This is an optimization exercise on Yosys and OpenROAD, whose aim is small area and a short achievable clock period, not a production implementation.
At most, simulation tests tie the RTL to the original design; equivalence was not proved.
Power and IR drop assume default switching activity.

## run 1
==> flow/design.v <==
`timescale 1ns / 1ps
module fixedFloatConversion(
  input wire clk,
  input wire rst,
  input wire[31:0] targetnumber,
  input wire[4:0] fixpointpos,
  input wire opcode,
  output reg[31:0] result);
wire        s  = targetnumber[31];
wire [30:0] t  = targetnumber[30:0];
wire        nz = |t;
wire [4:0] lz;
lzc32 ulz (.w({t ^ {31{s}}, 1'b1}), .lz(lz));
wire [9:0] d     = 10'd150 - {5'd0, fixpointpos} - {2'd0, targetnumber[30:23]};
wire       valid = (d[9:5] == 5'd0);
wire [4:0] bsh   = ~d[4:0];
wire [54:0] xa = {t, 24'd0};
wire [54:0] xb = {31'd0, 1'b1, t[22:0]};
wire [4:0]  sh = opcode ? bsh : lz;
wire pa1 = ~opcode & lz[4];
wire pa0 = ~opcode & ~lz[4];
wire pb1 = opcode & bsh[4];
wire pb0 = opcode & ~bsh[4];
wire [54:16] x1 = ({39{pa1}} & xa[38:0]) | ({39{pa0}} & xa[54:16])
                | ({39{pb1}} & xb[38:0]) | ({39{pb0}} & xb[54:16]);
wire [54:24] x2 = sh[3] ? x1[46:16] : x1[54:24];
wire [54:28] x3 = sh[2] ? x2[50:24] : x2[54:28];
wire [54:30] x4 = sh[1] ? x3[52:28] : x3[54:30];
wire [54:31] y  = sh[0] ? x4[53:30] : x4[54:31];
wire st = (~sh[2] & |x2[27:24]) | (~sh[1] & |x3[29:28]) | (~sh[0] & x4[30]);
wire        cin = ~opcode & st;
wire [24:0] vp;                  
prefix_or #(.N(25)) pb (.a({y[54:31], cin}), .y(vp));
wire [23:0] low = y[54:31] ^ ({24{s}} & vp[23:0]);
wire        pow2 = s & (&(t[30:1] | ~t[29:0]));
wire [7:0]  ek = 8'd126 - {3'd0, fixpointpos} + {7'd0, pow2};
wire [7:0]  e  = ek + {3'd0, ~lz};
wire keep = opcode ? valid : nz;
always @(posedge clk) begin
  result[22:0]  <= keep ? low[22:0] : 23'd0;
  result[30:23] <= keep ? (opcode ? {{7{s & vp[24]}}, low[23]} : e) : 8'd0;
  result[31]    <= keep & s & (~opcode | vp[24]);
end
endmodule
module lzc32 (
  input  wire [31:0] w,
  output wire [4:0]  lz);
  wire [15:0] z1; wire [15:0] c1;
  wire [7:0]  z2; wire [15:0] c2;
  wire [3:0]  z3; wire [11:0] c3;
  wire [1:0]  z4; wire [7:0]  c4;
  genvar i;
  generate
    for (i = 0; i < 16; i = i + 1) begin : l1
      assign z1[i] = ~(w[2*i+1] | w[2*i]);
      assign c1[i] = ~w[2*i+1];
    end
    for (i = 0; i < 8; i = i + 1) begin : l2
      assign z2[i] = z1[2*i+1] & z1[2*i];
      assign c2[2*i+1:2*i] = z1[2*i+1] ? {1'b1, c1[2*i]} : {1'b0, c1[2*i+1]};
    end
    for (i = 0; i < 4; i = i + 1) begin : l3
      assign z3[i] = z2[2*i+1] & z2[2*i];
      assign c3[3*i+2:3*i] = z2[2*i+1] ? {1'b1, c2[4*i+1:4*i]} : {1'b0, c2[4*i+3:4*i+2]};
    end
    for (i = 0; i < 2; i = i + 1) begin : l4
      assign z4[i] = z3[2*i+1] & z3[2*i];
      assign c4[4*i+3:4*i] = z3[2*i+1] ? {1'b1, c3[6*i+2:6*i]} : {1'b0, c3[6*i+5:6*i+3]};
    end
  endgenerate
  assign lz = z4[1] ? {1'b1, c4[3:0]} : {1'b0, c4[7:4]};
endmodule
module prefix_or #(parameter N = 32) (
  input  wire [N-1:0] a,
  output wire [N-1:0] y);
  localparam L = 5;               
  wire [N-1:0] p [0:L];
  assign p[0] = a;
  genvar k, i;
  generate
    for (k = 0; k < L; k = k + 1) begin : lv
      for (i = 0; i < N; i = i + 1) begin : bt
        if ((i >> k) & 1)
          assign p[k+1][i] = p[k][i] | p[k][((i >> k) << k) - 1];
        else
          assign p[k+1][i] = p[k][i];
      end
    end
  endgenerate
  assign y = p[L];
endmodule
Settings: LEC_CHECK=0, ABC_AREA=1, CAP_MARGIN=20, CORE_MARGIN=2, CORE_UTILIZATION=60, PLACE_DENSITY=0.75, SETUP_SLACK_MARGIN=3.6, SLEW_MARGIN=20, TNS_END_PERCENT=0; clock period 9.0 ns.
standard.sh (not shown) runs the stock make flow with config.mk's settings and CLKGATE_MAP_FILE= SYNTH_SCRIPT=/design/flow/synth_recipe.tcl, a recipe that flattens the netlist after the stock synthesis.
==> flow/flow/run.sh <==
#!/bin/bash
# Standard layout with two changes:
#  - synthesis maps with the ABC script flow/map.abc (registers untouched:
#    abc runs without -dff, so the standard synthesis's flip-flops remain);
#  - the port buffers are the smallest buffer cell;
#  - no adder cells (ADDER_MAP_FILE empty): abc maps the adders as logic.
set -euo pipefail
W=$(pwd)
export BUFFER_PORTS_ARGS="-buffer_cell sky130_fd_sc_hd__buf_1"
# no half/full adder cells: the adders are left to abc as plain logic
export ADDER_MAP_FILE=""
{
  echo 'proc abc {args} {'
  echo '  set i [lsearch $args -script]'
  echo "  if {\$i >= 0} { lset args [expr {\$i+1}] $W/flow/map.abc }"
  echo '  yosys abc {*}$args'
  echo '}'
  cat "$W/synth_recipe.tcl"
} > "$W/my_synth.tcl"
sed -E "s#'?SYNTH_SCRIPT=[^ ']*'?#SYNTH_SCRIPT=$W/my_synth.tcl#" "$W/standard.sh" > "$W/my_standard.sh"
grep -q "SYNTH_SCRIPT=$W/my_synth.tcl" "$W/my_standard.sh"
bash "$W/my_standard.sh" > "$W/standard.log" 2>&1
==> flow/flow/map.abc <==
strash
dch -f
map -B 0.9
Setup changes, run 1 to run 2
diff --git a/flow/design.v b/flow/design.v
--- a/flow/design.v
+++ b/flow/design.v
@@ -32,10 +32,9 @@
 wire [24:0] vp;                  
 prefix_or #(.N(25)) pb (.a({y[54:31], cin}), .y(vp));
 wire [23:0] low = y[54:31] ^ ({24{s}} & vp[23:0]);
 wire        pow2 = s & (&(t[30:1] | ~t[29:0]));
-wire [7:0]  ek = 8'd126 - {3'd0, fixpointpos} + {7'd0, pow2};
-wire [7:0]  e  = ek + {3'd0, ~lz};
+wire [7:0]  e  = 8'd157 - {3'd0, fixpointpos} - {3'd0, lz} + {7'd0, pow2};
 wire keep = opcode ? valid : nz;
 always @(posedge clk) begin
   result[22:0]  <= keep ? low[22:0] : 23'd0;
   result[30:23] <= keep ? (opcode ? {{7{s & vp[24]}}, low[23]} : e) : 8'd0;
--- outcome ---
- Cmp run 1 and run 2 / final core utilization / higher: run 1
- Summary — distinct cell type count of the synthesized netlist, run 2 relative to run 1: higher, by 8.0%.
- On run 2: global-route usage is 0.60 points higher than what run 1 gave.
- Changes observed in run 2 relative to run 1: overall power of the completed layout rose by about 0.6%; total wire length rose by 180 um; final instance area fell by 54 um^2.
- [compare] base=run 1 new=run 2: total power per unit cell area has increased, part of the total power dissipated in combinational logic moved up, post-synthesis to final-layout area growth fell 2.1 points, netlist area before placement went up 0.77%, share of the final layout cell area in multi-input gates saw a decrease.
No functional check of the RTL was part of run 1.

-- static timing again, ports no longer ideal --
The flow's constraints put no driver on any port. The routed layouts listed below were extracted and timed again, unchanged, in two steps. Step 1 (the two cells are an assumption about what drives the block):
set clk [get_ports {clk}]
set_driving_cell -lib_cell sky130_fd_sc_hd__clkbuf_16 $clk
set_driving_cell -lib_cell sky130_fd_sc_hd__buf_2 [delete_from_list [all_inputs] $clk]
Step 2 moves the port delays by t, midway between the first and last clock arrival at a register: inputs arrive t later, outputs are due t later. That takes back most of the time a late clock gives input paths. Slacks: no drivers / after step 1 / after step 2; pairs: no drivers / after step 1.
| run | shift t [ns] | slack for setup (ns) | worst setup path at the end |
|---|---|---|---|
| run 1 | 0.325 | 3.739 / 3.753 / 3.428 | input to register |
| run 2 | 0.326 | 3.774 / 3.785 / 3.460 | input to register |
After both steps every run listed still meets setup and hold. The setup slack of run 2, which loses most, moves by +0.011 ns with the drivers and by -0.314 ns with both steps.
